What follows belongs to an exercise in optimizing a design on an open flow for small area and a short achievable clock period; a production flow would make more cautious choices. Only simulation tests tie the RTL to the original design; equivalence was not proved. Power and IR drop assume default switching activity.

<file path="flow/design.v">
`timescale 1ns / 1ps
`default_nettype none
module ArithmaticUnit(
		input wire clock_i, isWb_i, enable_i,
		input wire [4:0] wbAddress_i,
		input wire [6:0] opCode_i,
		input wire [15:0] pOperand_i, sOperand_i,
		output reg wbEnable_o,
		output reg [4:0] wbAddress_o,
		output reg [15:0] wbData_o,
		output reg [1:0] statusWriteback_o  
    );
	wire [15:0] P = pOperand_i;
	wire [15:0] S = sOperand_i;
	wire mul = opCode_i[1] & opCode_i[0];
	wire sub = opCode_i[1] & ~opCode_i[0];
	wire as  = opCode_i[1] ^ opCode_i[0];
	wire [7:0] one, two, neg;
	assign one[0] = opCode_i[0] ? (~opCode_i[1] | P[0]) : opCode_i[1];
	assign two[0] = opCode_i[1] & opCode_i[0] & P[1] & ~P[0];
	assign neg[0] = opCode_i[1] & (~opCode_i[0] | P[1]);
	genvar k;
	generate for (k = 1; k < 8; k = k + 1) begin : enc
		assign one[k] = mul & (P[2*k] ^ P[2*k-1]);
		assign two[k] = mul & ((P[2*k+1] & ~P[2*k] & ~P[2*k-1]) | (~P[2*k+1] & P[2*k] & P[2*k-1]));
		assign neg[k] = mul & P[2*k+1];
	end endgenerate
	wire pp0_0_n; pa_nand2 u_pp0_0_n (.a(one[0]), .b(S[0]), .y(pp0_0_n));
	wire pp0_0; pa_xnor2 u_pp0_0 (.a(pp0_0_n), .b(neg[0]), .y(pp0_0));
	wire pp0_1_n; pa_aoi22 u_pp0_1_n (.a(one[0]), .b(S[1]), .c(two[0]), .d(S[0]), .y(pp0_1_n));
	wire pp0_1; pa_xnor2 u_pp0_1 (.a(pp0_1_n), .b(neg[0]), .y(pp0_1));
	wire pp0_2_n; pa_aoi22 u_pp0_2_n (.a(one[0]), .b(S[2]), .c(two[0]), .d(S[1]), .y(pp0_2_n));
	wire pp0_2; pa_xnor2 u_pp0_2 (.a(pp0_2_n), .b(neg[0]), .y(pp0_2));
	wire pp0_3_n; pa_aoi22 u_pp0_3_n (.a(one[0]), .b(S[3]), .c(two[0]), .d(S[2]), .y(pp0_3_n));
	wire pp0_3; pa_xnor2 u_pp0_3 (.a(pp0_3_n), .b(neg[0]), .y(pp0_3));
	wire pp0_4_n; pa_aoi22 u_pp0_4_n (.a(one[0]), .b(S[4]), .c(two[0]), .d(S[3]), .y(pp0_4_n));
	wire pp0_4; pa_xnor2 u_pp0_4 (.a(pp0_4_n), .b(neg[0]), .y(pp0_4));
	wire pp0_5_n; pa_aoi22 u_pp0_5_n (.a(one[0]), .b(S[5]), .c(two[0]), .d(S[4]), .y(pp0_5_n));
	wire pp0_5; pa_xnor2 u_pp0_5 (.a(pp0_5_n), .b(neg[0]), .y(pp0_5));
	wire pp0_6_n; pa_aoi22 u_pp0_6_n (.a(one[0]), .b(S[6]), .c(two[0]), .d(S[5]), .y(pp0_6_n));
	wire pp0_6; pa_xnor2 u_pp0_6 (.a(pp0_6_n), .b(neg[0]), .y(pp0_6));
	wire pp0_7_n; pa_aoi22 u_pp0_7_n (.a(one[0]), .b(S[7]), .c(two[0]), .d(S[6]), .y(pp0_7_n));
	wire pp0_7; pa_xnor2 u_pp0_7 (.a(pp0_7_n), .b(neg[0]), .y(pp0_7));
	wire pp0_8_n; pa_aoi22 u_pp0_8_n (.a(one[0]), .b(S[8]), .c(two[0]), .d(S[7]), .y(pp0_8_n));
	wire pp0_8; pa_xnor2 u_pp0_8 (.a(pp0_8_n), .b(neg[0]), .y(pp0_8));
	wire pp0_9_n; pa_aoi22 u_pp0_9_n (.a(one[0]), .b(S[9]), .c(two[0]), .d(S[8]), .y(pp0_9_n));
	wire pp0_9; pa_xnor2 u_pp0_9 (.a(pp0_9_n), .b(neg[0]), .y(pp0_9));
	wire pp0_10_n; pa_aoi22 u_pp0_10_n (.a(one[0]), .b(S[10]), .c(two[0]), .d(S[9]), .y(pp0_10_n));
	wire pp0_10; pa_xnor2 u_pp0_10 (.a(pp0_10_n), .b(neg[0]), .y(pp0_10));
	wire pp0_11_n; pa_aoi22 u_pp0_11_n (.a(one[0]), .b(S[11]), .c(two[0]), .d(S[10]), .y(pp0_11_n));
	wire pp0_11; pa_xnor2 u_pp0_11 (.a(pp0_11_n), .b(neg[0]), .y(pp0_11));
	wire pp0_12_n; pa_aoi22 u_pp0_12_n (.a(one[0]), .b(S[12]), .c(two[0]), .d(S[11]), .y(pp0_12_n));
	wire pp0_12; pa_xnor2 u_pp0_12 (.a(pp0_12_n), .b(neg[0]), .y(pp0_12));
	wire pp0_13_n; pa_aoi22 u_pp0_13_n (.a(one[0]), .b(S[13]), .c(two[0]), .d(S[12]), .y(pp0_13_n));
	wire pp0_13; pa_xnor2 u_pp0_13 (.a(pp0_13_n), .b(neg[0]), .y(pp0_13));
	wire pp0_14_n; pa_aoi22 u_pp0_14_n (.a(one[0]), .b(S[14]), .c(two[0]), .d(S[13]), .y(pp0_14_n));
	wire pp0_14; pa_xnor2 u_pp0_14 (.a(pp0_14_n), .b(neg[0]), .y(pp0_14));
	wire pp0_15_n; pa_aoi22 u_pp0_15_n (.a(one[0]), .b(S[15]), .c(two[0]), .d(S[14]), .y(pp0_15_n));
	wire pp0_15; pa_xnor2 u_pp0_15 (.a(pp0_15_n), .b(neg[0]), .y(pp0_15));
	wire ng0 = neg[0];
	wire pp1_2_n; pa_aoi22 u_pp1_2_n (.a(one[1]), .b(S[0]), .c(as), .d(P[2]), .y(pp1_2_n));
	wire pp1_2; pa_xnor2 u_pp1_2 (.a(pp1_2_n), .b(neg[1]), .y(pp1_2));
	wire pp1_3_n; pa_aoi222 u_pp1_3_n (.a(one[1]), .b(S[1]), .c(two[1]), .d(S[0]), .e(as), .f(P[3]), .y(pp1_3_n));
	wire pp1_3; pa_xnor2 u_pp1_3 (.a(pp1_3_n), .b(neg[1]), .y(pp1_3));
	wire pp1_4_n; pa_aoi222 u_pp1_4_n (.a(one[1]), .b(S[2]), .c(two[1]), .d(S[1]), .e(as), .f(P[4]), .y(pp1_4_n));
	wire pp1_4; pa_xnor2 u_pp1_4 (.a(pp1_4_n), .b(neg[1]), .y(pp1_4));
	wire pp1_5_n; pa_aoi222 u_pp1_5_n (.a(one[1]), .b(S[3]), .c(two[1]), .d(S[2]), .e(as), .f(P[5]), .y(pp1_5_n));
	wire pp1_5; pa_xnor2 u_pp1_5 (.a(pp1_5_n), .b(neg[1]), .y(pp1_5));
	wire pp1_6_n; pa_aoi222 u_pp1_6_n (.a(one[1]), .b(S[4]), .c(two[1]), .d(S[3]), .e(as), .f(P[6]), .y(pp1_6_n));
	wire pp1_6; pa_xnor2 u_pp1_6 (.a(pp1_6_n), .b(neg[1]), .y(pp1_6));
	wire pp1_7_n; pa_aoi222 u_pp1_7_n (.a(one[1]), .b(S[5]), .c(two[1]), .d(S[4]), .e(as), .f(P[7]), .y(pp1_7_n));
	wire pp1_7; pa_xnor2 u_pp1_7 (.a(pp1_7_n), .b(neg[1]), .y(pp1_7));
	wire pp1_8_n; pa_aoi222 u_pp1_8_n (.a(one[1]), .b(S[6]), .c(two[1]), .d(S[5]), .e(as), .f(P[8]), .y(pp1_8_n));
	wire pp1_8; pa_xnor2 u_pp1_8 (.a(pp1_8_n), .b(neg[1]), .y(pp1_8));
	wire pp1_9_n; pa_aoi222 u_pp1_9_n (.a(one[1]), .b(S[7]), .c(two[1]), .d(S[6]), .e(as), .f(P[9]), .y(pp1_9_n));
	wire pp1_9; pa_xnor2 u_pp1_9 (.a(pp1_9_n), .b(neg[1]), .y(pp1_9));
	wire pp1_10_n; pa_aoi222 u_pp1_10_n (.a(one[1]), .b(S[8]), .c(two[1]), .d(S[7]), .e(as), .f(P[10]), .y(pp1_10_n));
	wire pp1_10; pa_xnor2 u_pp1_10 (.a(pp1_10_n), .b(neg[1]), .y(pp1_10));
	wire pp1_11_n; pa_aoi222 u_pp1_11_n (.a(one[1]), .b(S[9]), .c(two[1]), .d(S[8]), .e(as), .f(P[11]), .y(pp1_11_n));
	wire pp1_11; pa_xnor2 u_pp1_11 (.a(pp1_11_n), .b(neg[1]), .y(pp1_11));
	wire pp1_12_n; pa_aoi222 u_pp1_12_n (.a(one[1]), .b(S[10]), .c(two[1]), .d(S[9]), .e(as), .f(P[12]), .y(pp1_12_n));
	wire pp1_12; pa_xnor2 u_pp1_12 (.a(pp1_12_n), .b(neg[1]), .y(pp1_12));
	wire pp1_13_n; pa_aoi222 u_pp1_13_n (.a(one[1]), .b(S[11]), .c(two[1]), .d(S[10]), .e(as), .f(P[13]), .y(pp1_13_n));
	wire pp1_13; pa_xnor2 u_pp1_13 (.a(pp1_13_n), .b(neg[1]), .y(pp1_13));
	wire pp1_14_n; pa_aoi222 u_pp1_14_n (.a(one[1]), .b(S[12]), .c(two[1]), .d(S[11]), .e(as), .f(P[14]), .y(pp1_14_n));
	wire pp1_14; pa_xnor2 u_pp1_14 (.a(pp1_14_n), .b(neg[1]), .y(pp1_14));
	wire pp1_15_n; pa_aoi222 u_pp1_15_n (.a(one[1]), .b(S[13]), .c(two[1]), .d(S[12]), .e(as), .f(P[15]), .y(pp1_15_n));
	wire pp1_15; pa_xnor2 u_pp1_15 (.a(pp1_15_n), .b(neg[1]), .y(pp1_15));
	wire ng1 = neg[1];
	wire pp2_4_n; pa_nand2 u_pp2_4_n (.a(one[2]), .b(S[0]), .y(pp2_4_n));
	wire pp2_4; pa_xnor2 u_pp2_4 (.a(pp2_4_n), .b(neg[2]), .y(pp2_4));
	wire pp2_5_n; pa_aoi22 u_pp2_5_n (.a(one[2]), .b(S[1]), .c(two[2]), .d(S[0]), .y(pp2_5_n));
	wire pp2_5; pa_xnor2 u_pp2_5 (.a(pp2_5_n), .b(neg[2]), .y(pp2_5));
	wire pp2_6_n; pa_aoi22 u_pp2_6_n (.a(one[2]), .b(S[2]), .c(two[2]), .d(S[1]), .y(pp2_6_n));
	wire pp2_6; pa_xnor2 u_pp2_6 (.a(pp2_6_n), .b(neg[2]), .y(pp2_6));
	wire pp2_7_n; pa_aoi22 u_pp2_7_n (.a(one[2]), .b(S[3]), .c(two[2]), .d(S[2]), .y(pp2_7_n));
	wire pp2_7; pa_xnor2 u_pp2_7 (.a(pp2_7_n), .b(neg[2]), .y(pp2_7));
	wire pp2_8_n; pa_aoi22 u_pp2_8_n (.a(one[2]), .b(S[4]), .c(two[2]), .d(S[3]), .y(pp2_8_n));
	wire pp2_8; pa_xnor2 u_pp2_8 (.a(pp2_8_n), .b(neg[2]), .y(pp2_8));
	wire pp2_9_n; pa_aoi22 u_pp2_9_n (.a(one[2]), .b(S[5]), .c(two[2]), .d(S[4]), .y(pp2_9_n));
	wire pp2_9; pa_xnor2 u_pp2_9 (.a(pp2_9_n), .b(neg[2]), .y(pp2_9));
	wire pp2_10_n; pa_aoi22 u_pp2_10_n (.a(one[2]), .b(S[6]), .c(two[2]), .d(S[5]), .y(pp2_10_n));
	wire pp2_10; pa_xnor2 u_pp2_10 (.a(pp2_10_n), .b(neg[2]), .y(pp2_10));
	wire pp2_11_n; pa_aoi22 u_pp2_11_n (.a(one[2]), .b(S[7]), .c(two[2]), .d(S[6]), .y(pp2_11_n));
	wire pp2_11; pa_xnor2 u_pp2_11 (.a(pp2_11_n), .b(neg[2]), .y(pp2_11));
	wire pp2_12_n; pa_aoi22 u_pp2_12_n (.a(one[2]), .b(S[8]), .c(two[2]), .d(S[7]), .y(pp2_12_n));
	wire pp2_12; pa_xnor2 u_pp2_12 (.a(pp2_12_n), .b(neg[2]), .y(pp2_12));
	wire pp2_13_n; pa_aoi22 u_pp2_13_n (.a(one[2]), .b(S[9]), .c(two[2]), .d(S[8]), .y(pp2_13_n));
	wire pp2_13; pa_xnor2 u_pp2_13 (.a(pp2_13_n), .b(neg[2]), .y(pp2_13));
	wire pp2_14_n; pa_aoi22 u_pp2_14_n (.a(one[2]), .b(S[10]), .c(two[2]), .d(S[9]), .y(pp2_14_n));
	wire pp2_14; pa_xnor2 u_pp2_14 (.a(pp2_14_n), .b(neg[2]), .y(pp2_14));
	wire pp2_15_n; pa_aoi22 u_pp2_15_n (.a(one[2]), .b(S[11]), .c(two[2]), .d(S[10]), .y(pp2_15_n));
	wire pp2_15; pa_xnor2 u_pp2_15 (.a(pp2_15_n), .b(neg[2]), .y(pp2_15));
	wire ng2 = neg[2];
	wire pp3_6_n; pa_nand2 u_pp3_6_n (.a(one[3]), .b(S[0]), .y(pp3_6_n));
	wire pp3_6; pa_xnor2 u_pp3_6 (.a(pp3_6_n), .b(neg[3]), .y(pp3_6));
	wire pp3_7_n; pa_aoi22 u_pp3_7_n (.a(one[3]), .b(S[1]), .c(two[3]), .d(S[0]), .y(pp3_7_n));
	wire pp3_7; pa_xnor2 u_pp3_7 (.a(pp3_7_n), .b(neg[3]), .y(pp3_7));
	wire pp3_8_n; pa_aoi22 u_pp3_8_n (.a(one[3]), .b(S[2]), .c(two[3]), .d(S[1]), .y(pp3_8_n));
	wire pp3_8; pa_xnor2 u_pp3_8 (.a(pp3_8_n), .b(neg[3]), .y(pp3_8));
	wire pp3_9_n; pa_aoi22 u_pp3_9_n (.a(one[3]), .b(S[3]), .c(two[3]), .d(S[2]), .y(pp3_9_n));
	wire pp3_9; pa_xnor2 u_pp3_9 (.a(pp3_9_n), .b(neg[3]), .y(pp3_9));
	wire pp3_10_n; pa_aoi22 u_pp3_10_n (.a(one[3]), .b(S[4]), .c(two[3]), .d(S[3]), .y(pp3_10_n));
	wire pp3_10; pa_xnor2 u_pp3_10 (.a(pp3_10_n), .b(neg[3]), .y(pp3_10));
	wire pp3_11_n; pa_aoi22 u_pp3_11_n (.a(one[3]), .b(S[5]), .c(two[3]), .d(S[4]), .y(pp3_11_n));
	wire pp3_11; pa_xnor2 u_pp3_11 (.a(pp3_11_n), .b(neg[3]), .y(pp3_11));
	wire pp3_12_n; pa_aoi22 u_pp3_12_n (.a(one[3]), .b(S[6]), .c(two[3]), .d(S[5]), .y(pp3_12_n));
	wire pp3_12; pa_xnor2 u_pp3_12 (.a(pp3_12_n), .b(neg[3]), .y(pp3_12));
	wire pp3_13_n; pa_aoi22 u_pp3_13_n (.a(one[3]), .b(S[7]), .c(two[3]), .d(S[6]), .y(pp3_13_n));
	wire pp3_13; pa_xnor2 u_pp3_13 (.a(pp3_13_n), .b(neg[3]), .y(pp3_13));
	wire pp3_14_n; pa_aoi22 u_pp3_14_n (.a(one[3]), .b(S[8]), .c(two[3]), .d(S[7]), .y(pp3_14_n));
	wire pp3_14; pa_xnor2 u_pp3_14 (.a(pp3_14_n), .b(neg[3]), .y(pp3_14));
	wire pp3_15_n; pa_aoi22 u_pp3_15_n (.a(one[3]), .b(S[9]), .c(two[3]), .d(S[8]), .y(pp3_15_n));
	wire pp3_15; pa_xnor2 u_pp3_15 (.a(pp3_15_n), .b(neg[3]), .y(pp3_15));
	wire ng3 = neg[3];
	wire pp4_8_n; pa_nand2 u_pp4_8_n (.a(one[4]), .b(S[0]), .y(pp4_8_n));
	wire pp4_8; pa_xnor2 u_pp4_8 (.a(pp4_8_n), .b(neg[4]), .y(pp4_8));
	wire pp4_9_n; pa_aoi22 u_pp4_9_n (.a(one[4]), .b(S[1]), .c(two[4]), .d(S[0]), .y(pp4_9_n));
	wire pp4_9; pa_xnor2 u_pp4_9 (.a(pp4_9_n), .b(neg[4]), .y(pp4_9));
	wire pp4_10_n; pa_aoi22 u_pp4_10_n (.a(one[4]), .b(S[2]), .c(two[4]), .d(S[1]), .y(pp4_10_n));
	wire pp4_10; pa_xnor2 u_pp4_10 (.a(pp4_10_n), .b(neg[4]), .y(pp4_10));
	wire pp4_11_n; pa_aoi22 u_pp4_11_n (.a(one[4]), .b(S[3]), .c(two[4]), .d(S[2]), .y(pp4_11_n));
	wire pp4_11; pa_xnor2 u_pp4_11 (.a(pp4_11_n), .b(neg[4]), .y(pp4_11));
	wire pp4_12_n; pa_aoi22 u_pp4_12_n (.a(one[4]), .b(S[4]), .c(two[4]), .d(S[3]), .y(pp4_12_n));
	wire pp4_12; pa_xnor2 u_pp4_12 (.a(pp4_12_n), .b(neg[4]), .y(pp4_12));
	wire pp4_13_n; pa_aoi22 u_pp4_13_n (.a(one[4]), .b(S[5]), .c(two[4]), .d(S[4]), .y(pp4_13_n));
	wire pp4_13; pa_xnor2 u_pp4_13 (.a(pp4_13_n), .b(neg[4]), .y(pp4_13));
	wire pp4_14_n; pa_aoi22 u_pp4_14_n (.a(one[4]), .b(S[6]), .c(two[4]), .d(S[5]), .y(pp4_14_n));
	wire pp4_14; pa_xnor2 u_pp4_14 (.a(pp4_14_n), .b(neg[4]), .y(pp4_14));
	wire pp4_15_n; pa_aoi22 u_pp4_15_n (.a(one[4]), .b(S[7]), .c(two[4]), .d(S[6]), .y(pp4_15_n));
	wire pp4_15; pa_xnor2 u_pp4_15 (.a(pp4_15_n), .b(neg[4]), .y(pp4_15));
	wire ng4 = neg[4];
	wire pp5_10_n; pa_nand2 u_pp5_10_n (.a(one[5]), .b(S[0]), .y(pp5_10_n));
	wire pp5_10; pa_xnor2 u_pp5_10 (.a(pp5_10_n), .b(neg[5]), .y(pp5_10));
	wire pp5_11_n; pa_aoi22 u_pp5_11_n (.a(one[5]), .b(S[1]), .c(two[5]), .d(S[0]), .y(pp5_11_n));
	wire pp5_11; pa_xnor2 u_pp5_11 (.a(pp5_11_n), .b(neg[5]), .y(pp5_11));
	wire pp5_12_n; pa_aoi22 u_pp5_12_n (.a(one[5]), .b(S[2]), .c(two[5]), .d(S[1]), .y(pp5_12_n));
	wire pp5_12; pa_xnor2 u_pp5_12 (.a(pp5_12_n), .b(neg[5]), .y(pp5_12));
	wire pp5_13_n; pa_aoi22 u_pp5_13_n (.a(one[5]), .b(S[3]), .c(two[5]), .d(S[2]), .y(pp5_13_n));
	wire pp5_13; pa_xnor2 u_pp5_13 (.a(pp5_13_n), .b(neg[5]), .y(pp5_13));
	wire pp5_14_n; pa_aoi22 u_pp5_14_n (.a(one[5]), .b(S[4]), .c(two[5]), .d(S[3]), .y(pp5_14_n));
	wire pp5_14; pa_xnor2 u_pp5_14 (.a(pp5_14_n), .b(neg[5]), .y(pp5_14));
	wire pp5_15_n; pa_aoi22 u_pp5_15_n (.a(one[5]), .b(S[5]), .c(two[5]), .d(S[4]), .y(pp5_15_n));
	wire pp5_15; pa_xnor2 u_pp5_15 (.a(pp5_15_n), .b(neg[5]), .y(pp5_15));
	wire ng5 = neg[5];
	wire pp6_12_n; pa_nand2 u_pp6_12_n (.a(one[6]), .b(S[0]), .y(pp6_12_n));
	wire pp6_12; pa_xnor2 u_pp6_12 (.a(pp6_12_n), .b(neg[6]), .y(pp6_12));
	wire pp6_13_n; pa_aoi22 u_pp6_13_n (.a(one[6]), .b(S[1]), .c(two[6]), .d(S[0]), .y(pp6_13_n));
	wire pp6_13; pa_xnor2 u_pp6_13 (.a(pp6_13_n), .b(neg[6]), .y(pp6_13));
	wire pp6_14_n; pa_aoi22 u_pp6_14_n (.a(one[6]), .b(S[2]), .c(two[6]), .d(S[1]), .y(pp6_14_n));
	wire pp6_14; pa_xnor2 u_pp6_14 (.a(pp6_14_n), .b(neg[6]), .y(pp6_14));
	wire pp6_15_n; pa_aoi22 u_pp6_15_n (.a(one[6]), .b(S[3]), .c(two[6]), .d(S[2]), .y(pp6_15_n));
	wire pp6_15; pa_xnor2 u_pp6_15 (.a(pp6_15_n), .b(neg[6]), .y(pp6_15));
	wire ng6 = neg[6];
	wire pp7_14_n; pa_nand2 u_pp7_14_n (.a(one[7]), .b(S[0]), .y(pp7_14_n));
	wire pp7_14; pa_xnor2 u_pp7_14 (.a(pp7_14_n), .b(neg[7]), .y(pp7_14));
	wire pp7_15_n; pa_aoi22 u_pp7_15_n (.a(one[7]), .b(S[1]), .c(two[7]), .d(S[0]), .y(pp7_15_n));
	wire pp7_15; pa_xnor2 u_pp7_15 (.a(pp7_15_n), .b(neg[7]), .y(pp7_15));
	wire ng7 = neg[7];
	wire xp0 = as & P[0];
	wire xp1 = as & P[1];
	wire hs0, hc0; pa_ha u_hs0 (.a(ng5), .b(pp2_10), .s(hs0), .co(hc0));
	wire hs1, hc1; pa_ha u_hs1 (.a(pp2_11), .b(pp3_11), .s(hs1), .co(hc1));
	wire hs2, hc2; pa_ha u_hs2 (.a(ng6), .b(pp2_12), .s(hs2), .co(hc2));
	wire fs0_x, fs0, fc0; pa_xor2 u_fs0_x (.a(pp3_12), .b(pp4_12), .y(fs0_x)); pa_xor2 u_fs0 (.a(fs0_x), .b(pp5_12), .y(fs0)); pa_maj3 u_fc0 (.a(pp3_12), .b(pp4_12), .c(pp5_12), .y(fc0));
	wire hs3, hc3; pa_ha u_hs3 (.a(pp2_13), .b(pp3_13), .s(hs3), .co(hc3));
	wire fs1_x, fs1, fc1; pa_xor2 u_fs1_x (.a(pp4_13), .b(pp5_13), .y(fs1_x)); pa_xor2 u_fs1 (.a(fs1_x), .b(pp6_13), .y(fs1)); pa_maj3 u_fc1 (.a(pp4_13), .b(pp5_13), .c(pp6_13), .y(fc1));
	wire hs4, hc4; pa_ha u_hs4 (.a(ng7), .b(pp2_14), .s(hs4), .co(hc4));
	wire fs2, fc2; pa_fa u_fs2 (.a(pp3_14), .b(pp4_14), .c(pp0_14), .s(fs2), .co(fc2));
	wire fs3_x, fs3, fc3; pa_xor2 u_fs3_x (.a(pp5_14), .b(pp6_14), .y(fs3_x)); pa_xor2 u_fs3 (.a(fs3_x), .b(pp7_14), .y(fs3)); pa_maj3 u_fc3 (.a(pp5_14), .b(pp6_14), .c(pp7_14), .y(fc3));
	wire hs5, hc5; pa_ha u_hs5 (.a(pp2_15), .b(pp3_15), .s(hs5), .co(hc5));
	wire fs4, fc4; pa_fa u_fs4 (.a(pp4_15), .b(pp5_15), .c(pp1_15), .s(fs4), .co(fc4));
	wire fs5, fc5; pa_fa u_fs5 (.a(pp6_15), .b(pp7_15), .c(pp0_15), .s(fs5), .co(fc5));
	wire hs6, hc6; pa_ha u_hs6 (.a(ng3), .b(pp2_6), .s(hs6), .co(hc6));
	wire hs7, hc7; pa_ha u_hs7 (.a(pp2_7), .b(pp3_7), .s(hs7), .co(hc7));
	wire hs8, hc8; pa_ha u_hs8 (.a(ng4), .b(pp2_8), .s(hs8), .co(hc8));
	wire fs6_x, fs6, fc6; pa_xor2 u_fs6_x (.a(pp3_8), .b(pp4_8), .y(fs6_x)); pa_xor2 u_fs6 (.a(fs6_x), .b(pp0_8), .y(fs6)); pa_maj3 u_fc6 (.a(pp3_8), .b(pp4_8), .c(pp0_8), .y(fc6));
	wire hs9, hc9; pa_ha u_hs9 (.a(pp2_9), .b(pp3_9), .s(hs9), .co(hc9));
	wire fs7_x, fs7, fc7; pa_xor2 u_fs7_x (.a(pp4_9), .b(pp0_9), .y(fs7_x)); pa_xor2 u_fs7 (.a(fs7_x), .b(pp1_9), .y(fs7)); pa_maj3 u_fc7 (.a(pp4_9), .b(pp0_9), .c(pp1_9), .y(fc7));
	wire fs8_x, fs8, fc8; pa_xor2 u_fs8_x (.a(pp3_10), .b(pp4_10), .y(fs8_x)); pa_xor2 u_fs8 (.a(fs8_x), .b(hs0), .y(fs8)); pa_maj3 u_fc8 (.a(pp3_10), .b(pp4_10), .c(hs0), .y(fc8));
	wire fs9_x, fs9, fc9; pa_xor2 u_fs9_x (.a(pp5_10), .b(pp0_10), .y(fs9_x)); pa_xor2 u_fs9 (.a(fs9_x), .b(pp1_10), .y(fs9)); pa_maj3 u_fc9 (.a(pp5_10), .b(pp0_10), .c(pp1_10), .y(fc9));
	wire fs10_x, fs10, fc10; pa_xor2 u_fs10_x (.a(pp4_11), .b(pp5_11), .y(fs10_x)); pa_xor2 u_fs10 (.a(fs10_x), .b(hs1), .y(fs10)); pa_maj3 u_fc10 (.a(pp4_11), .b(pp5_11), .c(hs1), .y(fc10));
	wire fs11_x, fs11, fc11; pa_xor2 u_fs11_x (.a(pp0_11), .b(pp1_11), .y(fs11_x)); pa_xor2 u_fs11 (.a(fs11_x), .b(hc0), .y(fs11)); pa_maj3 u_fc11 (.a(pp0_11), .b(pp1_11), .c(hc0), .y(fc11));
	wire fs12_x, fs12, fc12; pa_xor2 u_fs12_x (.a(pp6_12), .b(pp0_12), .y(fs12_x)); pa_xor2 u_fs12 (.a(fs12_x), .b(fs0), .y(fs12)); pa_maj3 u_fc12 (.a(pp6_12), .b(pp0_12), .c(fs0), .y(fc12));
	wire fs13_x, fs13, fc13; pa_xor2 u_fs13_x (.a(pp1_12), .b(hc1), .y(fs13_x)); pa_xor2 u_fs13 (.a(fs13_x), .b(hs2), .y(fs13)); pa_maj3 u_fc13 (.a(pp1_12), .b(hc1), .c(hs2), .y(fc13));
	wire fs14_x, fs14, fc14; pa_xor2 u_fs14_x (.a(pp0_13), .b(pp1_13), .y(fs14_x)); pa_xor2 u_fs14 (.a(fs14_x), .b(fs1), .y(fs14)); pa_maj3 u_fc14 (.a(pp0_13), .b(pp1_13), .c(fs1), .y(fc14));
	wire fs15_x, fs15, fc15; pa_xor2 u_fs15_x (.a(hc2), .b(hs3), .y(fs15_x)); pa_xor2 u_fs15 (.a(fs15_x), .b(fc0), .y(fs15)); pa_maj3 u_fc15 (.a(hc2), .b(hs3), .c(fc0), .y(fc15));
	wire fs16_x, fs16, fc16; pa_xor2 u_fs16_x (.a(pp1_14), .b(hc3), .y(fs16_x)); pa_xor2 u_fs16 (.a(fs16_x), .b(fs3), .y(fs16)); pa_maj3 u_fc16 (.a(pp1_14), .b(hc3), .c(fs3), .y(fc16));
	wire fs17_x, fs17, fc17; pa_xor2 u_fs17_x (.a(hs4), .b(fc1), .y(fs17_x)); pa_xor2 u_fs17 (.a(fs17_x), .b(fs2), .y(fs17)); pa_maj3 u_fc17 (.a(hs4), .b(fc1), .c(fs2), .y(fc17));
	wire fs18_x, fs18, fc18; pa_xor2 u_fs18_x (.a(hc4), .b(hs5), .y(fs18_x)); pa_xor2 u_fs18 (.a(fs18_x), .b(fc2), .y(fs18)); pa_maj3 u_fc18 (.a(hc4), .b(hs5), .c(fc2), .y(fc18));
	wire fs19_x, fs19, fc19; pa_xor2 u_fs19_x (.a(fc3), .b(fs4), .y(fs19_x)); pa_xor2 u_fs19 (.a(fs19_x), .b(fs5), .y(fs19)); pa_maj3 u_fc19 (.a(fc3), .b(fs4), .c(fs5), .y(fc19));
	wire hs10, hc10; pa_ha u_hs10 (.a(ng2), .b(pp2_4), .s(hs10), .co(hc10));
	wire hs11, hc11; pa_ha u_hs11 (.a(pp2_5), .b(pp0_5), .s(hs11), .co(hc11));
	wire fs20, fc20; pa_fa u_fs20 (.a(pp3_6), .b(pp0_6), .c(pp1_6), .s(fs20), .co(fc20));
	wire fs21, fc21; pa_fa u_fs21 (.a(pp0_7), .b(pp1_7), .c(hc6), .s(fs21), .co(fc21));
	wire fs22, fc22; pa_fa u_fs22 (.a(pp1_8), .b(hc7), .c(hs8), .s(fs22), .co(fc22));
	wire fs23_x, fs23, fc23; pa_xor2 u_fs23_x (.a(hc8), .b(hs9), .y(fs23_x)); pa_xor2 u_fs23 (.a(fs23_x), .b(fc6), .y(fs23)); pa_maj3 u_fc23 (.a(hc8), .b(hs9), .c(fc6), .y(fc23));
	wire fs24_x, fs24, fc24; pa_xor2 u_fs24_x (.a(hc9), .b(fc7), .y(fs24_x)); pa_xor2 u_fs24 (.a(fs24_x), .b(fs9), .y(fs24)); pa_maj3 u_fc24 (.a(hc9), .b(fc7), .c(fs9), .y(fc24));
	wire fs25_x, fs25, fc25; pa_xor2 u_fs25_x (.a(fc9), .b(fs11), .y(fs25_x)); pa_xor2 u_fs25 (.a(fs25_x), .b(fs10), .y(fs25)); pa_maj3 u_fc25 (.a(fc9), .b(fs11), .c(fs10), .y(fc25));
	wire fs26_x, fs26, fc26; pa_xor2 u_fs26_x (.a(fc11), .b(fs12), .y(fs26_x)); pa_xor2 u_fs26 (.a(fs26_x), .b(fc10), .y(fs26)); pa_maj3 u_fc26 (.a(fc11), .b(fs12), .c(fc10), .y(fc26));
	wire fs27_x, fs27, fc27; pa_xor2 u_fs27_x (.a(fs14), .b(fc13), .y(fs27_x)); pa_xor2 u_fs27 (.a(fs27_x), .b(fs15), .y(fs27)); pa_maj3 u_fc27 (.a(fs14), .b(fc13), .c(fs15), .y(fc27));
	wire fs28_x, fs28, fc28; pa_xor2 u_fs28_x (.a(fc15), .b(fs16), .y(fs28_x)); pa_xor2 u_fs28 (.a(fs28_x), .b(fc14), .y(fs28)); pa_maj3 u_fc28 (.a(fc15), .b(fs16), .c(fc14), .y(fc28));
	wire fs29_x, fs29, fc29; pa_xor2 u_fs29_x (.a(fs18), .b(fc16), .y(fs29_x)); pa_xor2 u_fs29 (.a(fs29_x), .b(fc17), .y(fs29)); pa_maj3 u_fc29 (.a(fs18), .b(fc16), .c(fc17), .y(fc29));
	wire hs12, hc12; pa_ha u_hs12 (.a(xp0), .b(ng0), .s(hs12), .co(hc12));
	wire hs13, hc13; pa_ha u_hs13 (.a(xp1), .b(pp0_1), .s(hs13), .co(hc13));
	wire fs30, fc30; pa_fa u_fs30 (.a(ng1), .b(pp0_2), .c(pp1_2), .s(fs30), .co(fc30));
	wire hs14, hc14; pa_ha u_hs14 (.a(pp0_3), .b(pp1_3), .s(hs14), .co(hc14));
	wire fs31, fc31; pa_fa u_fs31 (.a(pp0_4), .b(pp1_4), .c(hs10), .s(fs31), .co(fc31));
	wire fs32, fc32; pa_fa u_fs32 (.a(pp1_5), .b(hc10), .c(hs11), .s(fs32), .co(fc32));
	wire fs33, fc33; pa_fa u_fs33 (.a(hs6), .b(hc11), .c(fs20), .s(fs33), .co(fc33));
	wire fs34_x, fs34, fc34; pa_xor2 u_fs34_x (.a(hs7), .b(fc20), .y(fs34_x)); pa_xor2 u_fs34 (.a(fs34_x), .b(fs21), .y(fs34)); pa_maj3 u_fc34 (.a(hs7), .b(fc20), .c(fs21), .y(fc34));
	wire fs35_x, fs35, fc35; pa_xor2 u_fs35_x (.a(fs6), .b(fc21), .y(fs35_x)); pa_xor2 u_fs35 (.a(fs35_x), .b(fs22), .y(fs35)); pa_maj3 u_fc35 (.a(fs6), .b(fc21), .c(fs22), .y(fc35));
	wire fs36_x, fs36, fc36; pa_xor2 u_fs36_x (.a(fs7), .b(fc22), .y(fs36_x)); pa_xor2 u_fs36 (.a(fs36_x), .b(fs23), .y(fs36)); pa_maj3 u_fc36 (.a(fs7), .b(fc22), .c(fs23), .y(fc36));
	wire fs37_x, fs37, fc37; pa_xor2 u_fs37_x (.a(fs8), .b(fc23), .y(fs37_x)); pa_xor2 u_fs37 (.a(fs37_x), .b(fs24), .y(fs37)); pa_maj3 u_fc37 (.a(fs8), .b(fc23), .c(fs24), .y(fc37));
	wire fs38_x, fs38, fc38; pa_xor2 u_fs38_x (.a(fc8), .b(fc24), .y(fs38_x)); pa_xor2 u_fs38 (.a(fs38_x), .b(fs25), .y(fs38)); pa_maj3 u_fc38 (.a(fc8), .b(fc24), .c(fs25), .y(fc38));
	wire fs39_x, fs39, fc39; pa_xor2 u_fs39_x (.a(fs13), .b(fc25), .y(fs39_x)); pa_xor2 u_fs39 (.a(fs39_x), .b(fs26), .y(fs39)); pa_maj3 u_fc39 (.a(fs13), .b(fc25), .c(fs26), .y(fc39));
	wire fs40_x, fs40, fc40; pa_xor2 u_fs40_x (.a(fc12), .b(fc26), .y(fs40_x)); pa_xor2 u_fs40 (.a(fs40_x), .b(fs27), .y(fs40)); pa_maj3 u_fc40 (.a(fc12), .b(fc26), .c(fs27), .y(fc40));
	wire fs41_x, fs41, fc41; pa_xor2 u_fs41_x (.a(fs17), .b(fc27), .y(fs41_x)); pa_xor2 u_fs41 (.a(fs41_x), .b(fs28), .y(fs41)); pa_maj3 u_fc41 (.a(fs17), .b(fc27), .c(fs28), .y(fc41));
	wire fs42_x, fs42, fc42; pa_xor2 u_fs42_x (.a(fs19), .b(fc28), .y(fs42_x)); pa_xor2 u_fs42 (.a(fs42_x), .b(fs29), .y(fs42)); pa_maj3 u_fc42 (.a(fs19), .b(fc28), .c(fs29), .y(fc42));
	wire [15:0] ra = {fc41, fc40, fc39, fc38, fc37, fc36, fc35, fc34, fc33, fc32, fc31, hc14, fc30, hc13, hc12, hs12};
	wire [15:0] rb = {fs42, fs41, fs40, fs39, fs38, fs37, fs36, fs35, fs34, fs33, fs32, fs31, hs14, fs30, hs13, pp0_0};
	wire [15:0] g0, p0;
	pa_xor2 u_p0_0 (.a(ra[0]), .b(rb[0]), .y(p0[0])); pa_and2 u_g0_0 (.a(ra[0]), .b(rb[0]), .y(g0[0]));
	pa_xor2 u_p0_1 (.a(ra[1]), .b(rb[1]), .y(p0[1])); pa_and2 u_g0_1 (.a(ra[1]), .b(rb[1]), .y(g0[1]));
	pa_xor2 u_p0_2 (.a(ra[2]), .b(rb[2]), .y(p0[2])); pa_and2 u_g0_2 (.a(ra[2]), .b(rb[2]), .y(g0[2]));
	pa_xor2 u_p0_3 (.a(ra[3]), .b(rb[3]), .y(p0[3])); pa_and2 u_g0_3 (.a(ra[3]), .b(rb[3]), .y(g0[3]));
	pa_xor2 u_p0_4 (.a(ra[4]), .b(rb[4]), .y(p0[4])); pa_and2 u_g0_4 (.a(ra[4]), .b(rb[4]), .y(g0[4]));
	pa_xor2 u_p0_5 (.a(ra[5]), .b(rb[5]), .y(p0[5])); pa_and2 u_g0_5 (.a(ra[5]), .b(rb[5]), .y(g0[5]));
	pa_xor2 u_p0_6 (.a(ra[6]), .b(rb[6]), .y(p0[6])); pa_and2 u_g0_6 (.a(ra[6]), .b(rb[6]), .y(g0[6]));
	pa_xor2 u_p0_7 (.a(ra[7]), .b(rb[7]), .y(p0[7])); pa_and2 u_g0_7 (.a(ra[7]), .b(rb[7]), .y(g0[7]));
	pa_xor2 u_p0_8 (.a(ra[8]), .b(rb[8]), .y(p0[8])); pa_and2 u_g0_8 (.a(ra[8]), .b(rb[8]), .y(g0[8]));
	pa_xor2 u_p0_9 (.a(ra[9]), .b(rb[9]), .y(p0[9])); pa_and2 u_g0_9 (.a(ra[9]), .b(rb[9]), .y(g0[9]));
	pa_xor2 u_p0_10 (.a(ra[10]), .b(rb[10]), .y(p0[10])); pa_and2 u_g0_10 (.a(ra[10]), .b(rb[10]), .y(g0[10]));
	pa_xor2 u_p0_11 (.a(ra[11]), .b(rb[11]), .y(p0[11])); pa_and2 u_g0_11 (.a(ra[11]), .b(rb[11]), .y(g0[11]));
	pa_xor2 u_p0_12 (.a(ra[12]), .b(rb[12]), .y(p0[12])); pa_and2 u_g0_12 (.a(ra[12]), .b(rb[12]), .y(g0[12]));
	pa_xor2 u_p0_13 (.a(ra[13]), .b(rb[13]), .y(p0[13])); pa_and2 u_g0_13 (.a(ra[13]), .b(rb[13]), .y(g0[13]));
	pa_xor2 u_p0_14 (.a(ra[14]), .b(rb[14]), .y(p0[14])); pa_and2 u_g0_14 (.a(ra[14]), .b(rb[14]), .y(g0[14]));
	pa_xor2 u_p0_15 (.a(ra[15]), .b(rb[15]), .y(p0[15])); pa_and2 u_g0_15 (.a(ra[15]), .b(rb[15]), .y(g0[15]));
	wire g1_1 = g0[1] | (p0[1] & g0[0]);
	wire g1_3 = g0[3] | (p0[3] & g0[2]);
	wire p1_3 = p0[3] & p0[2];
	wire g1_5 = g0[5] | (p0[5] & g0[4]);
	wire p1_5 = p0[5] & p0[4];
	wire g1_7 = g0[7] | (p0[7] & g0[6]);
	wire p1_7 = p0[7] & p0[6];
	wire g1_9 = g0[9] | (p0[9] & g0[8]);
	wire p1_9 = p0[9] & p0[8];
	wire g1_11 = g0[11] | (p0[11] & g0[10]);
	wire p1_11 = p0[11] & p0[10];
	wire g1_13 = g0[13] | (p0[13] & g0[12]);
	wire p1_13 = p0[13] & p0[12];
	wire g1_15 = g0[15] | (p0[15] & g0[14]);
	wire p1_15 = p0[15] & p0[14];
	wire g2_2 = g0[2] | (p0[2] & g1_1);
	wire g2_3 = g1_3 | (p1_3 & g1_1);
	wire g2_6 = g0[6] | (p0[6] & g1_5);
	wire p2_6 = p0[6] & p1_5;
	wire g2_7 = g1_7 | (p1_7 & g1_5);
	wire p2_7 = p1_7 & p1_5;
	wire g2_10 = g0[10] | (p0[10] & g1_9);
	wire p2_10 = p0[10] & p1_9;
	wire g2_11 = g1_11 | (p1_11 & g1_9);
	wire p2_11 = p1_11 & p1_9;
	wire g2_14 = g0[14] | (p0[14] & g1_13);
	wire p2_14 = p0[14] & p1_13;
	wire g2_15 = g1_15 | (p1_15 & g1_13);
	wire p2_15 = p1_15 & p1_13;
	wire g3_4 = g0[4] | (p0[4] & g2_3);
	wire g3_5 = g1_5 | (p1_5 & g2_3);
	wire g3_6 = g2_6 | (p2_6 & g2_3);
	wire g3_7 = g2_7 | (p2_7 & g2_3);
	wire g3_12 = g0[12] | (p0[12] & g2_11);
	wire p3_12 = p0[12] & p2_11;
	wire g3_13 = g1_13 | (p1_13 & g2_11);
	wire p3_13 = p1_13 & p2_11;
	wire g3_14 = g2_14 | (p2_14 & g2_11);
	wire p3_14 = p2_14 & p2_11;
	wire g3_15 = g2_15 | (p2_15 & g2_11);
	wire p3_15 = p2_15 & p2_11;
	wire g4_8 = g0[8] | (p0[8] & g3_7);
	wire g4_9 = g1_9 | (p1_9 & g3_7);
	wire g4_10 = g2_10 | (p2_10 & g3_7);
	wire g4_11 = g2_11 | (p2_11 & g3_7);
	wire g4_12 = g3_12 | (p3_12 & g3_7);
	wire g4_13 = g3_13 | (p3_13 & g3_7);
	wire g4_14 = g3_14 | (p3_14 & g3_7);
	wire g4_15 = g3_15 | (p3_15 & g3_7);
	wire [16:0] sum;
	assign sum[0] = p0[0];
	pa_xor2 u_sum_1 (.a(p0[1]), .b(g0[0]), .y(sum[1]));
	pa_xor2 u_sum_2 (.a(p0[2]), .b(g1_1), .y(sum[2]));
	pa_xor2 u_sum_3 (.a(p0[3]), .b(g2_2), .y(sum[3]));
	pa_xor2 u_sum_4 (.a(p0[4]), .b(g2_3), .y(sum[4]));
	pa_xor2 u_sum_5 (.a(p0[5]), .b(g3_4), .y(sum[5]));
	pa_xor2 u_sum_6 (.a(p0[6]), .b(g3_5), .y(sum[6]));
	pa_xor2 u_sum_7 (.a(p0[7]), .b(g3_6), .y(sum[7]));
	pa_xor2 u_sum_8 (.a(p0[8]), .b(g3_7), .y(sum[8]));
	pa_xor2 u_sum_9 (.a(p0[9]), .b(g4_8), .y(sum[9]));
	pa_xor2 u_sum_10 (.a(p0[10]), .b(g4_9), .y(sum[10]));
	pa_xor2 u_sum_11 (.a(p0[11]), .b(g4_10), .y(sum[11]));
	pa_xor2 u_sum_12 (.a(p0[12]), .b(g4_11), .y(sum[12]));
	pa_xor2 u_sum_13 (.a(p0[13]), .b(g4_12), .y(sum[13]));
	pa_xor2 u_sum_14 (.a(p0[14]), .b(g4_13), .y(sum[14]));
	pa_xor2 u_sum_15 (.a(p0[15]), .b(g4_14), .y(sum[15]));
	assign sum[16] = g4_15;
	wire cout = sum[16] | hc5 | fc4 | fc5 | fc18 | fc19 | fc29 | fc42;
	wire arith = ~|opCode_i[6:2];
	always @(posedge clock_i)
	begin
		if (enable_i)
		begin
			wbEnable_o <= isWb_i & |opCode_i;
			wbAddress_o <= wbAddress_i;
			if (arith) wbData_o <= sum[15:0];
			if (arith & as) statusWriteback_o <= {~opCode_i[1] & cout, opCode_i[1] & ~cout};
		end
	end
endmodule
module pa_aoi22(input wire a, b, c, d, output wire y);
	assign y = ~((a & b) | (c & d));
endmodule
module pa_aoi222(input wire a, b, c, d, e, f, output wire y);
	assign y = ~((a & b) | (c & d) | (e & f));
endmodule
module pa_nand2(input wire a, b, output wire y);
	assign y = ~(a & b);
endmodule
module pa_xnor2(input wire a, b, output wire y);
	assign y = ~(a ^ b);
endmodule
module pa_xor2(input wire a, b, output wire y);
	assign y = a ^ b;
endmodule
module pa_and2(input wire a, b, output wire y);
	assign y = a & b;
endmodule
module pa_maj3(input wire a, b, c, output wire y);
	assign y = (a & b) | (a & c) | (b & c);
endmodule
module pa_nor2(input wire a, b, output wire y);
	assign y = ~(a | b);
endmodule
module pa_inv(input wire a, output wire y);
	assign y = ~a;
endmodule
module pa_aoi21(input wire a1, a2, b1, output wire y);
	assign y = ~((a1 & a2) | b1);
endmodule
module pa_oai21(input wire a1, a2, b1, output wire y);
	assign y = ~((a1 | a2) & b1);
endmodule
module pa_fa(input wire a, b, c, output wire s, co);
	assign s = a ^ b ^ c;
	assign co = (a & b) | (a & c) | (b & c);
endmodule
module pa_ha(input wire a, b, output wire s, co);
	assign s = a ^ b;
	assign co = a & b;
endmodule
</file>
<file path="flow/standard.sh">
#!/bin/bash
# synth_recipe.tcl (not shown) runs the flow's synth.tcl, then flattens the netlist and writes it again
# the make line also repeats each setting of config.mk as NAME=value (left out here)
make -C /OpenROAD-flow-scripts/flow DESIGN_CONFIG=/design/flow/config.mk WORK_HOME=/design/flow/orfs CLKGATE_MAP_FILE= SYNTH_SCRIPT=/design/flow/synth_recipe.tcl "${@:-finish}"
</file>
<file path="flow/constraint.sdc">
create_clock -name core_clock -period 8.0 [get_ports {clock_i}]
set_input_delay 1.6000 -clock core_clock [delete_from_list [all_inputs] [get_ports {clock_i}]]
set_output_delay 1.6000 -clock core_clock [all_outputs]
set_load 0.01 [all_outputs]
</file>
<file path="flow/config.mk">
export PLATFORM = sky130hd
export DESIGN_NAME = ArithmaticUnit
export DESIGN_NICKNAME = ArithmaticUnit
export VERILOG_FILES = /design/flow/design.v
export SDC_FILE = /design/flow/constraint.sdc
export NUM_CORES = 4
export LEC_CHECK = 0
export CAP_MARGIN = 20
export CORE_MARGIN = 2
export CORE_UTILIZATION = 50
export SETUP_SLACK_MARGIN = 2.6
export SLEW_MARGIN = 20
export SYNTH_HIERARCHICAL = 1
export SYNTH_MINIMUM_KEEP_SIZE = 0
</file>
<file path="flow/flow/run.sh">
#!/bin/bash
# Standard ORFS layout, with smaller port buffers and free cell resizing.
set -euo pipefail
bash standard.sh MATCH_CELL_FOOTPRINT=0 ABC_LOAD_IN_FF=1 "BUFFER_PORTS_ARGS=-buffer_cell sky130_fd_sc_hd__buf_1" finish > make_finish.log 2>&1
</file>
==> results of run 1 <==
-- Yosys stat by module, one instance, submodules excluded, excerpt --
module	cells inside	flops+latches	cell area, µm²	times used
ArithmaticUnit	138	24	1400	1
pa_fa	1	0	20.0	10
pa_maj3	1	0	11.3	33
pa_xor2	1	0	8.76	97
pa_and2	1	0	6.26	16
pa_nand2	1	0	3.75	7
-- stage by stage --
stage	std cells	hold WS [ns]	utilization (%)
2_1_floorplan	453	1.70	-
4_1_cts	633	1.48	58.1
6_report	650	1.49	60.9
3_5_place_dp	628	1.77	56.8
3_3_place_gp	628	1.77	56.8
5_1_grt	650	1.49	60.9
-- flip-flops by register name (all words and copies together) (netlist names) --
register / flops
wbEnable_o: 1
wbData_o: 16
statusWriteback_o: 2
wbAddress_o: 5
-- metal layers --
layer | wire length, µm | share of wire (%) | global-route usage [%]
met5 | 0 | 0 | 0
met1 | 4990 | 45 | 31.4
met4 | 101 | 0.92 | 5.09
met2 | 5310 | 48 | 38.9
met3 | 605 | 5.5 | 2.60
-- repair_timing --
action                                  4_1_cts  5_1_grt
cloned                                        0        0
gates resized for setup                      19       46
endpoints found under the setup margin        9        8
pin swaps                                     1       23
setup buffers                                 1       17
-- kinds of logic (layout without fill, tap and decap cells) --
family	after synthesis	in the layout	share of synthesized area (%)
compound gates	100	100	18.0
xor+xnor	176	176	35.9
fa+ha+maj	60	60	18.3
buf+inv	6	98	0.525
flops	24	24	16.8
simple gates	87	87	10.5
-- placed cells by master (no fill, tap or decap), types with 3 or more instances in the layout --
cell type  synthesis  layout
clkbuf_8           0       3
maj3_2            33      33
a21o_1            10      10
and2_0            41      24
buf_1              0      63
a222oi_1          13      13
o21ai_0           10       9
nor2_1            12      11
a22oi_1           52      52
fa_1              10      10
and2_2             0       7
ha_1              17      15
edfxtp_1          24      24
nand2_1           26      26
a21oi_1            7       5
buf_4              0      19
xor2_1           104     100
xor2_2             0       4
xnor2_1           72      71
clkbuf_2           0       7
and2_4             0       8
-- worst max-delay path, cell delays in order --
cell      delay [ns]
clkbuf_2        0.12
ha_4            0.20
buf_4           0.17
and2_4          0.19
buf_4           0.14
a222oi_1        0.29
xnor2_1         0.20
maj3_2          0.36
maj3_2          0.34
xor2_1          0.18
xor2_1          0.26
xor2_2          0.15
a21oi_2         0.18
o21ai_2         0.09
a21o_1          0.18
a21o_1          0.20
a21o_1          0.19
xor2_1          0.15
-- where the power goes --
part           switching (W)  internal (W)
logic               0.000498      0.000396
clock network      0.0000439     0.0000670
registers         0.00000121      0.000192
total               0.000544      0.000655
-- path summary, 6_finish.rpt --
| check | start | end | slack (ns) |
|---|---|---|---|
| min | wbAddress_i[0] | wbAddress_o[0] | 1.49 |
| max | opCode_i[1] | wbData_o[14] | 2.82 |
-- layout make-up --
type,count,area share [%]
clock buffers,3,0.820
clock inverters,1,0.597
inverters,4,0.298
well taps,105,2.61
multi-input cells,423,72.9
flip-flops and latches,24,14.3
repair buffers,90,8.45
==> flow_metrics.tcl, run 1 <==
set metrics [dict create \
    outcome "timing/DRC/antenna clean" \
    leakage_nw 2.04 \
    viasPerCell 5.82 \
    slew_viol_final 0 \
    core-area_mm2 0.00826 \
    multiInputGateArea_mm2 0.00367 \
    hp-class "input port to register" \
    min_period_ns 5.18 \
    cts_sinks 24 \
    power_per_cell_area_mw_per_mm2 238 \
    final-seq-area_um2 721 \
    ant_nets 0 \
    yosysUniqueCellTypes 29 \
    port-buffer-count 70 \
    clk_pin_slew_ns 0.10 \
    placedInstanceArea_mm2 0.00469 \
    endpoint_kind "register" \
    drc 0 \
    post-synth-top-count-cell "xor2_1" \
    finalSetupViolations 0 \
    final_area_mm2 0.00503 \
    grt_pass1_wl_um 17900 \
    netlist_top_cells_count "xor2_1 (104), xnor2_1 (72), a22oi_1 (52), and2_0 (41), maj3_2 (33)" \
    drt_wl_total_um 11000 \
    synth_warnings 7 \
    vias 3781 \
    tns_ns 0 \
    io_pins 71 \
    cts_hold_buf 0 \
    finalWorstSetupSlack_ns 2.82 \
    cts.root.buffer_cell "clkbuf_8" \
    ir_drop_v 0.0000983 \
    yosys-top-cells-area "xor2_1 (21%), edfxtp_1 (17%), xnor2_1 (15%), a22oi_1 (9.1%), maj3_2 (8.7%)" \
    relSlewSlack_pct 44.8 \
    fillers 733 \
    track_usage_pct 22.9 \
    synth-seq-cells 24 \
    numCtsBuffers 3 \
    synth_edf_count 24 \
    cap_violations 0 \
    gr-total-overflow 0 \
    hpwl_um 8320 \
    start_kind "input port" \
    synthCells 453 \
    final_hold_viol_count 0 \
    post_drt_wl_per_cell_um 16.9 \
    arrival_ns 5.21 \
    die_h_um 96.6 \
    antenna_found_initial 0 \
    synth_area_mm2 0.00429 \
    synthFlopType "edfxtp_1" \
    htree_num_levels 1 \
    tightest_slew_ns 0.828 \
    die_area_mm2 0.00934 \
    firstDrtPassIters 5 \
    num_rows 33 \
    grt_max_degree 23 \
    cp_max_fo 11 \
    path_class "input port to register" \
    drive_gt1_share_pct 17.6 \
    cts_tree "yes" \
    gp_congestion 0.888 \
    hold_depth 1 \
    ys_seq_area_share_pct 16.8 \
    totalPowerFinal_w 0.00120 \
    rsz0062_at_grt "true" \
    synth_nets 527 \
    place_ws_ns 1.70 \
    timing.final.crit_share_pct 64.8 \
    clock.fmax_mhz 193 \
    grt_pass1_vias 3676 \
    drtIter0Drc 266 \
    syn_area_per_cell_um2 9.47 \
    die_w_um 96.6 \
    synthDominantAreaCellType "xor2_1" \
    diodes 0 \
    synth_top_area_share_pct 21.2 \
    clock_path_buffers 2 \
    initial_utilization_pct 52.0 \
    syn_to_final_growth_pct 17.3 \
    nets 620 \
    cp.required_ns 8.02 \
    async_flop_share_pct 0 \
]
==> run 2, diff against run 1 <==
--- a/flow/config.mk
+++ b/flow/config.mk
@@ -8,7 +8,7 @@
 export CAP_MARGIN = 20
 export CORE_MARGIN = 2
 export CORE_UTILIZATION = 50
-export SETUP_SLACK_MARGIN = 2.6
+export SETUP_SLACK_MARGIN = 2.4
 export SLEW_MARGIN = 20
 export SYNTH_HIERARCHICAL = 1
 export SYNTH_MINIMUM_KEEP_SIZE = 0
==> run 2 against run 1 <==
  * Hold slack hardly changed
  * Via count is 1.1% higher
  * Synthesized area stayed put
  * Sequential power hardly changed
  * Highest routed layer unchanged
  * Sequential cell count stayed put
==> flow_metrics.tcl, run 2 <==
set metrics [dict create \
    arrival_ns 5.43 \
    yosys-top-cells-area "xor2_1 (21%), edfxtp_1 (17%), xnor2_1 (15%), a22oi_1 (9.1%), maj3_2 (8.7%)" \
    cts_sinks 24 \
    nets 615 \
    ir_drop_v 0.000102 \
    gr-usage-met1_pct 32.6 \
    ys_seq_area_share_pct 16.8 \
    syn_area_per_cell_um2 9.47 \
    antenna_found_initial 0 \
    synthFlopType "edfxtp_1" \
    totalPowerFinal_w 0.00119 \
    endpoint_kind "register" \
    viasPerCell 5.93 \
    largest_register "wbData_o" \
    diodes 0 \
    vias 3824 \
    die_h_um 96.6 \
    place_inst 631 \
    initial_utilization_pct 52.0 \
    cp_max_fo 12 \
    min_period_ns 5.40 \
    synth_edf_count 24 \
    port-buffer-count 70 \
    grt_pass1_vias 3657 \
    grt_pass1_wl_um 18100 \
    die_w_um 96.6 \
    die_area_mm2 0.00934 \
    cts.root.buffer_cell "clkbuf_8" \
    gr-total-overflow 0 \
    slowest_stage "fa_1" \
    num_rows 33 \
    drive_gt1_share_pct 13.9 \
    place_ws_ns 1.71 \
    synth_area_mm2 0.00429 \
    synthCells 453 \
    tns_ns 0 \
    post_drt_wl_per_cell_um 17.4 \
    clock.fmax_mhz 185 \
    drc 0 \
    reg_top3 "wbData_o x16, wbAddress_o x5, statusWriteback_o x2" \
    drtIter0Drc 297 \
    netlist_top_cells_count "xor2_1 (104), xnor2_1 (72), a22oi_1 (52), and2_0 (41), maj3_2 (33)" \
    final_hold_viol_count 0 \
    synth_top_area_share_pct 21.2 \
    utilization_pct 60.1 \
    cts_tree "yes" \
    relSlewSlack_pct 42.1 \
    hpwl_um 8700 \
    path_class "input port to register" \
    numCtsBuffers 3 \
    outcome "timing/DRC/antenna clean" \
    synth_nets 527 \
    timing.final.crit_share_pct 67.5 \
    tightest_slew_ns 0.869 \
    start_kind "input port" \
    ant_nets 0 \
    cpMostUsedCell "a21o_1" \
    clock_path_buffers 2 \
    path_cells "buf_1 -> ha_4 -> clkbuf_4 -> and2_4 -> buf_4 -> a222oi_1 -> xnor2_1 -> fa_1 -> fa_1 -> xor2_2 -> and3_1 -> a31o_4 -> a21o_1 -> a21o_1 -> a21o_1 -> xor2_1" \
    synthDominantAreaCellType "xor2_1" \
    layout_commonest_cell "xor2_1" \
    grt_max_degree 23 \
    async_flop_share_pct 0 \
    firstDrtPassIters 6 \
    yosysUniqueCellTypes 29 \
    drt_wl_total_um 11200 \
    syn_to_final_growth_pct 15.6 \
    core-area_mm2 0.00826 \
    cp.required_ns 8.02 \
    htree_num_levels 1 \
    gp_congestion 0.858 \
    finalSetupViolations 0 \
    mostFrequentLayoutCells "xor2_1 (101), xnor2_1 (70), buf_1 (70)" \
    track_usage_pct 23.5 \
    clk_pin_slew_ns 0.10 \
    largest_reg_flops 16 \
    io_pins 71 \
    slowest_delay_ns 0.50 \
    synth-seq-cells 24 \
    rsz0062_at_grt "true" \
    use_met2_pct 39.5 \
    slew_viol_final 0 \
    cap_violations 0 \
    met3_usage_pct 1.88 \
    finalWorstSetupSlack_ns 2.60 \
    synth_warnings 7 \
    finalNonFillerCells 645 \
    power_per_cell_area_mw_per_mm2 240 \
    hp-class "input port to register" \
    post-synth-top-count-cell "xor2_1" \
    leakage_nw 1.99 \
    busiest_layer "met2" \
]
## run 2: changes by cell type in the layout (fill, tap and decap cells not counted), moves of 3 or more
cell / delta
and2_0: +4
and2_1: +5
and2_2: -3
and2_4: -6
buf_1: +7
buf_4: -5
clkbuf_2: -7
## run 2: kinds of logic after synthesis
group / after synthesis / synth area share, %
AO/OA/AOI/OAI: 100 / 18.0
XOR/XNOR: 176 / 35.9
adder cells (fa/ha/maj): 60 / 18.3
buffers and inverters: 6 / 0.525
flip-flops: 24 / 16.8
AND/OR/NAND/NOR: 87 / 10.5
## run 2: metal layers
metal / vias to the layer above / routed length, µm
met1: 1832 / 5080
met2: 153 / 5310
met3: 18 / 629
met5: - / 0
met4: 0 / 191
li1: 1821 / -
## run 2: report_power, final
| group | internal [W] | switching [W] |
|---|---|---|
| clock network | 0.0000670 | 0.0000453 |
| registers | 0.000192 | 0.00000135 |
| logic | 0.000390 | 0.000493 |
| total | 0.000649 | 0.000540 |
## run 2: per-module statistics from Yosys (local to each module, per instance)
module	flops+latches	cells inside
pa_aoi22	0	1
pa_maj3	0	1
pa_xnor2	0	1
pa_aoi222	0	1
pa_nand2	0	1
pa_xor2	0	1
pa_fa	0	1
pa_and2	0	1
ArithmaticUnit	24	138
pa_ha	0	1
## run 2: through the flow
stage	cell area [µm²]	hold WS, ns
final	4960	1.49
after global routing	4960	1.49
after CTS	4790	1.48
after detailed placement	4710	1.77
after global placement	4710	1.77
after floorplan	4290	1.70
## run 2: layout make-up
type                       count  area (µm²)
clock buffer                   3        41.3
clock inverter                 1        30.0
sequential                    24         721
fill                         757        3300
multi-input combinational    423        3650
timing repair buffer          85         375
inverter                       4        15.0
tap                          105         131
## run 2: repair_timing
item,CTS,global route
pin swaps,0,11
endpoints found under the setup margin,7,7
setup buffers,0,10
hold buffers,0,0
endpoints found under the hold margin,0,0
resized for setup,7,32
## run 2: critical path, delay by kind of cell
family	cells	cell delay (ns)
AND/OR/NAND/NOR	2	0.38
adder cells (fa/ha/maj)	3	1.18
XOR/XNOR	3	0.59
AO/OA/AOI/OAI	5	1.21
buffers and inverters	3	0.47
## run 2: worst paths after layout
path / startpoint / endpoint / slack [ns] / cells past startpoint
setup / recovery: opCode_i[1] / wbData_o[14] / 2.60 / 16
hold / removal: wbAddress_i[1] / wbAddress_o[1] / 1.49 / 1
==> run 3, diff against run 2 <==
--- a/flow/config.mk
+++ b/flow/config.mk
@@ -8,7 +8,7 @@
 export CAP_MARGIN = 20
 export CORE_MARGIN = 2
 export CORE_UTILIZATION = 50
-export SETUP_SLACK_MARGIN = 2.4
+export SETUP_SLACK_MARGIN = 2.5
 export SLEW_MARGIN = 20
 export SYNTH_HIERARCHICAL = 1
 export SYNTH_MINIMUM_KEEP_SIZE = 0
==> run 3 against run 2 <==
  * Largest power group unchanged
  * Sequential power is essentially flat
  * Highest routed layer unchanged
  * Still clean on timing, DRC and antenna
  * Synthesized cell count is the same
  * Core utilization shrank 1.0 points
  * Non-clock buffer count shrank 10
  * Total power shrank 2.9%
  * Critical endpoint unchanged
==> flow_metrics.tcl, run 3 <==
set metrics [dict create \
    start_kind "input port" \
    gr-total-overflow 0 \
    ys_seq_area_share_pct 16.8 \
    finalNonFillerCells 635 \
    arrival_ns 5.27 \
    clock_path_buffers 2 \
    syn_to_final_growth_pct 13.6 \
    cts_hold_buf 0 \
    largest_reg_flops 16 \
    grt_pass1_vias 3533 \
    reg_top3 "wbData_o x16, wbAddress_o x5, statusWriteback_o x2" \
    clock.fmax_mhz 191 \
    cp.required_ns 8.03 \
    cp_max_fo 22 \
    nets 605 \
    tns_ns 0 \
    cap_violations 0 \
    die_area_mm2 0.00934 \
    outcome "timing/DRC/antenna clean" \
    yosysUniqueCellTypes 29 \
    clk_pin_slew_ns 0.09 \
    drive_gt1_share_pct 12.8 \
    firstDrtPassIters 6 \
    io_pins 71 \
    grt_pass1_wl_um 17600 \
    viasPerCell 5.83 \
    post_drt_wl_per_cell_um 17.1 \
    timing.final.crit_share_pct 65.5 \
    endpoint_kind "register" \
    hpwl_um 8490 \
    async_flop_share_pct 0 \
    synth_nets 527 \
    netlist_top_cells_count "xor2_1 (104), xnor2_1 (72), a22oi_1 (52), and2_0 (41), maj3_2 (33)" \
    port-buffer-count 70 \
    num_rows 33 \
    core-area_mm2 0.00826 \
    diodes 0 \
    htree_num_levels 1 \
    hp-class "input port to register" \
    numCtsBuffers 3 \
    track_usage_pct 22.9 \
    mostFrequentLayoutCells "xor2_1 (102), xnor2_1 (70), buf_1 (70)" \
    initial_utilization_pct 52.0 \
    finalSetupViolations 0 \
    power_per_cell_area_mw_per_mm2 237 \
    synthFlopType "edfxtp_1" \
    drtIter0Drc 280 \
    largest_register "wbData_o" \
    rsz0062_at_grt "false" \
    slew_viol_final 0 \
    synth_edf_count 24 \
    gp_congestion 0.896 \
    path_class "input port to register" \
    drc 0 \
    yosys-top-cells-area "xor2_1 (21%), edfxtp_1 (17%), xnor2_1 (15%), a22oi_1 (9.1%), maj3_2 (8.7%)" \
    ant_nets 0 \
    synthCells 453 \
    synthDominantAreaCellType "xor2_1" \
    place_inst 628 \
    cts_sinks 24 \
    cts.root.buffer_cell "clkbuf_8" \
    leakage_nw 1.94 \
    die_w_um 96.6 \
    synth-seq-cells 24 \
    syn_area_per_cell_um2 9.47 \
    vias 3702 \
    synth_area_mm2 0.00429 \
    grt_max_degree 23 \
    layout_commonest_cell "xor2_1" \
    min_period_ns 5.24 \
    final_hold_viol_count 0 \
    tightest_slew_ns 0.828 \
    relSlewSlack_pct 44.8 \
    antenna_found_initial 0 \
    hold_slack_ns 1.48 \
    placedInstanceArea_mm2 0.00469 \
    cts_tree "yes" \
    synth_warnings 7 \
    final_area_mm2 0.00488 \
    post-synth-top-count-cell "xor2_1" \
    die_h_um 96.6 \
    ir_drop_v 0.000108 \
    synth_top_area_share_pct 21.2 \
    drt_wl_total_um 10800 \
]
[run 3: Yosys stat by module (local to each module, per instance), excerpt]
module	times used	flops+latches	cells inside
pa_aoi22	52	0	1
pa_ha	15	0	1
pa_fa	10	0	1
pa_and2	16	0	1
pa_maj3	33	0	1
ArithmaticUnit	1	24	138
[run 3: worst paths after layout]
kind	startpoint	to	slack, ns	depth (start not counted)
setup / recovery	opCode_i[1]	wbData_o[14]	2.76	14
hold / removal	wbAddress_i[4]	wbAddress_o[4]	1.48	1
[run 3: cell type report]
class                   count  area [µm²]
multi-input cells         423        3640
flip-flops and latches     24         721
well taps                 105         131
clock buffers               3        41.3
fillers                   761        3380
clock inverters             1        30.0
inverters                   4        15.0
repair buffers             75         300
[run 3: timing repair]
| item | 4_1_cts | 5_1_grt |
|---|---|---|
| pin swaps | 0 | 5 |
| resized for setup | 19 | 22 |
| endpoints found under the setup margin | 9 | 7 |
| setup buffers | 0 | 3 |
[run 3: cells by family after synthesis]
kind of cell	after synthesis	share of synthesized area, %
AOI/OAI and AO/OA	100	18.0
xor gates and xnor gates	176	35.9
adders and majority gates	60	18.3
buffers and inverters	6	0.525
DFF	24	16.8
and+or+nand+nor	87	10.5
[run 3: power breakdown]
group          switching (W)  internal [W]
combinational       0.000485      0.000363
clock              0.0000453     0.0000671
sequential        0.00000130      0.000192
[run 3: through the flow]
| step | power (W) | util, % | worst slack (ns) |
|---|---|---|---|
| floorplan | 0.000874 | - | 2.54 |
| global placement | 0.00100 | 56.8 | 1.87 |
| detailed placement | 0.00103 | 56.8 | 1.64 |
| CTS | 0.00115 | 57.9 | 2.59 |
| global route | 0.00126 | 59.0 | 2.48 |
| finish | 0.00115 | 59.0 | 2.76 |
[run 3: critical path: stages]
cell and delay, ns:
buf_1 0.13, ha_4 0.24, and2_2 0.28, a222oi_1 0.44, xnor2_1 0.20, fa_1 0.46
fa_1 0.48, xor2_1 0.22, and3_1 0.20, a31o_4 0.28, a21o_1 0.18, a21o_1 0.20
a21o_1 0.19, xor2_1 0.15
[run 3: per-layer routing]
layer / track usage [%] / vias to the layer above / share of wire [%]
met5: 0 / - / 0
met4: 6.28 / 0 / 1.9
met3: 1.81 / 15 / 5.5
met2: 39.3 / 143 / 47
met1: 31.1 / 1739 / 45
li1: - / 1805 / -

==> re-timing with driven ports <==
Ports are ideal in the flow. The routed layouts listed here were re-timed in OpenROAD.
Step 1, drivers: a clkbuf_16 drives clock_i and a buf_2 each remaining input, both assumed.
Step 2, shift: input delay + t, output delay - t, t = (earliest + latest rising clock arrival at the registers) / 2. This alone moves slack from input paths to output paths.
Three values: ideal, step 1, step 2; two values: the first two.
run | t (ns) | setup WS [ns] | worst register clock-pin slew, ns
run 1 | 0.296 | 2.815 / 2.821 / 2.525 | 0.10 / 0.10
run 2 | 0.299 | 2.597 / 2.607 / 2.308 | 0.10 / 0.10
run 3 | 0.309 | 2.763 / 2.774 / 2.465 | 0.09 / 0.09
After both steps every run listed still meets setup and hold. For run 3, which loses most, drivers alone change the setup slack by +0.011 ns; drivers and shift together by -0.298 ns.
